Context: an optimization exercise on an open-source flow, tuned for small area. The choices shown serve that exercise and are no tape-out recipe.
In this exercise RTL edits were held to simulation tests only and were not proved equivalent to the original.

==> job 9955 <==
==> flow/design.v (excerpt) <==
module filter (
input logic clk, enable,
input logic signed [15:0] inData,
output logic signed [15:0] outData
);
Settings: LEC_CHECK=0, CAP_MARGIN=20, CORE_MARGIN=2, CORE_UTILIZATION=45, CTS_BUF_LIST=sky130_fd_sc_hd__clkbuf_8, CTS_CLUSTER_DIAMETER=55, CTS_CLUSTER_SIZE=22, GPL_TIMING_DRIVEN=0, PLACE_DENSITY=0.88, SLEW_MARGIN=20, SYNTH_HIERARCHICAL=1; clock period 6.5 ns.
run.sh (not shown) runs the stock make flow with config.mk's settings and CLKGATE_MAP_FILE= SYNTH_SCRIPT=/design/flow/synth_recipe.tcl, a recipe that flattens the netlist after the stock synthesis.
==> job 7303 (differences from job 9955) <==
--- a/flow/config.mk
+++ b/flow/config.mk
@@ -14,3 +14,3 @@
 export GPL_TIMING_DRIVEN = 0
-export PLACE_DENSITY = 0.88
+export PLACE_DENSITY = 0.75
 export SLEW_MARGIN = 20
==> notes <==
Between job 7303 and job 9955, the lower via count is in job 7303 (gap 1.4%, measured against job 9955).
Of job 7303 and job 9955, job 9955 has the higher critical path depth (gap 1).
In job 9955 the first-iteration DRC count is higher than in job 7303, by about 40%.

==> inputs of build 2 <==
Another version of the RTL of filter (not shown whole).
make LEC_CHECK=0 CAP_MARGIN=20 CORE_MARGIN=2 CORE_UTILIZATION=45 CTS_BUF_LIST=sky130_fd_sc_hd__clkbuf_4 GPL_TIMING_DRIVEN=0 SLEW_MARGIN=20 SYNTH_HIERARCHICAL=1 finish   # period 6.5 ns
==> build 37 (differences from build 2) <==
--- a/flow/config.mk
+++ b/flow/config.mk
@@ -10,3 +10,5 @@
 export CORE_UTILIZATION = 45
-export CTS_BUF_LIST = sky130_fd_sc_hd__clkbuf_4
+export CTS_BUF_LIST = sky130_fd_sc_hd__clkbuf_16
+export CTS_CLUSTER_DIAMETER = 60
+export CTS_CLUSTER_SIZE = 30
 export GPL_TIMING_DRIVEN = 0
==> trial 56 (differences from build 2) <==
--- a/flow/config.mk
+++ b/flow/config.mk
@@ -10,3 +10,5 @@
 export CORE_UTILIZATION = 45
-export CTS_BUF_LIST = sky130_fd_sc_hd__clkbuf_4
+export CTS_BUF_LIST = sky130_fd_sc_hd__clkbuf_8
+export CTS_CLUSTER_DIAMETER = 50
+export CTS_CLUSTER_SIZE = 20
 export GPL_TIMING_DRIVEN = 0
==> flow_metrics.env <==
export IMPL_outcome="no timing/DRC/antenna violations"
export IMPL_final_util=0.494
export IMPL_worst_pin_slew_ns=0.967
export IMPL_routed_wl_um=161000
export IMPL_hold_slack_ns=0.321
export IMPL_r2r_end="q3203"
# the run above: trial 56

==> flow_metrics.env <==
export IMPL_ff2ff_path_depth=12
export IMPL_outcome="no timing/DRC/antenna violations"
export IMPL_worst_pin_slew_ns=0.961
export IMPL_rsz0062_at_grt="false"
export IMPL_hold_slack_ns=0.320
export IMPL_final_util=0.499
export IMPL_r2r_end="q3203"
# the run above: build 37

==> flow_metrics.env <==
export IMPL_outcome="no timing/DRC/antenna violations"
export IMPL_r2r_end="q3183"
export IMPL_hold_slack_ns=0.322
export IMPL_hpwl_um=142000
export IMPL_worst_pin_slew_ns=0.970
export IMPL_final_util=0.498
# the run above: build 2


==> 03-14: inputs <==
filter with an RTL version that a note above also has.
## filter
module filter (
input logic clk, enable,
input logic signed [15:0] inData,
output logic signed [15:0] outData
);
logic [15:0] x [0:31];
always_ff @(posedge clk)
    if (enable) begin
        x[0] <= inData;
        for (int k = 1; k < 32; k++) x[k] <= x[k-1];
    end
  ...
Settings: LEC_CHECK=0, CAP_MARGIN=5, CORE_MARGIN=2, CORE_UTILIZATION=45, CTS_BUF_LIST=sky130_fd_sc_hd__clkbuf_8, CTS_CLUSTER_DIAMETER=50, CTS_CLUSTER_SIZE=20, GPL_TIMING_DRIVEN=0, SLEW_MARGIN=5, SYNTH_HIERARCHICAL=1; clock period 6.5 ns.
==> 09-12 (differences from 03-14) <==
Settings changed: CAP_MARGIN 5 to 20, CORE_UTILIZATION 45 to 58, CTS_CLUSTER_DIAMETER 50 to 55, CTS_CLUSTER_SIZE 20 to 22, PLACE_DENSITY from default to 0.8, SLEW_MARGIN 5 to 20.
==> qor.json <==
{
  "critPathCapture": "q2950",
  "nNetsFinal": 4043,
  "outcome": "no timing/DRC/antenna violations"
}
# the run above: 09-12

==> qor.json <==
{
  "post-synth-top-area-cell": "sky130_fd_sc_hd__fa_1",
  "critPathCapture": "q2974",
  "cts_buffers": 80,
  "non_clock_buffer_count": 37,
  "outcome": "no timing/DRC/antenna violations"
}
# the run above: 03-14

static timing again, ports no longer ideal:
The results above use ideal ports. As a check the final layouts listed here were re-extracted and re-timed, cells and wires unchanged. Step 1 sets driving cells, clkbuf_16 on the clock port and buf_2 on the other inputs (assumed; they add their load-dependent delay and slew). Step 2 times the ports against the registers' clock, not the clock port: input delays grow and output delays shrink by t, the midpoint of the rising clock arrivals with the driver on. Three values: ideal, step 1, step 2; two values: the first two.
| run | t, ns | setup WS [ns] | clock arrival spread, ns | worst slew at a driven data input, ns |
|---|---|---|---|---|
| job 9955 | 0.786 | 0.181 / 0.181 / 0.181 | 0.070 / 0.070 | 0.05 |
| job 7303 | 0.786 | 0.167 / 0.167 / 0.167 | 0.078 / 0.078 | 0.05 |
| build 2 | 1.224 | 0.090 / 0.090 / 0.090 | 0.096 / 0.096 | 0.05 |
| build 37 | 0.738 | 0.106 / 0.106 / 0.106 | 0.044 / 0.044 | 0.05 |
| trial 56 | 0.904 | 0.065 / 0.065 / 0.065 | 0.070 / 0.069 | 0.05 |
| 03-14 | 0.828 | 0.153 / 0.153 / 0.153 | 0.058 / 0.058 | 0.05 |
| 09-12 | 0.822 | 0.128 / 0.128 / 0.128 | 0.057 / 0.057 | 0.05 |
After both steps every run listed still meets setup and hold.
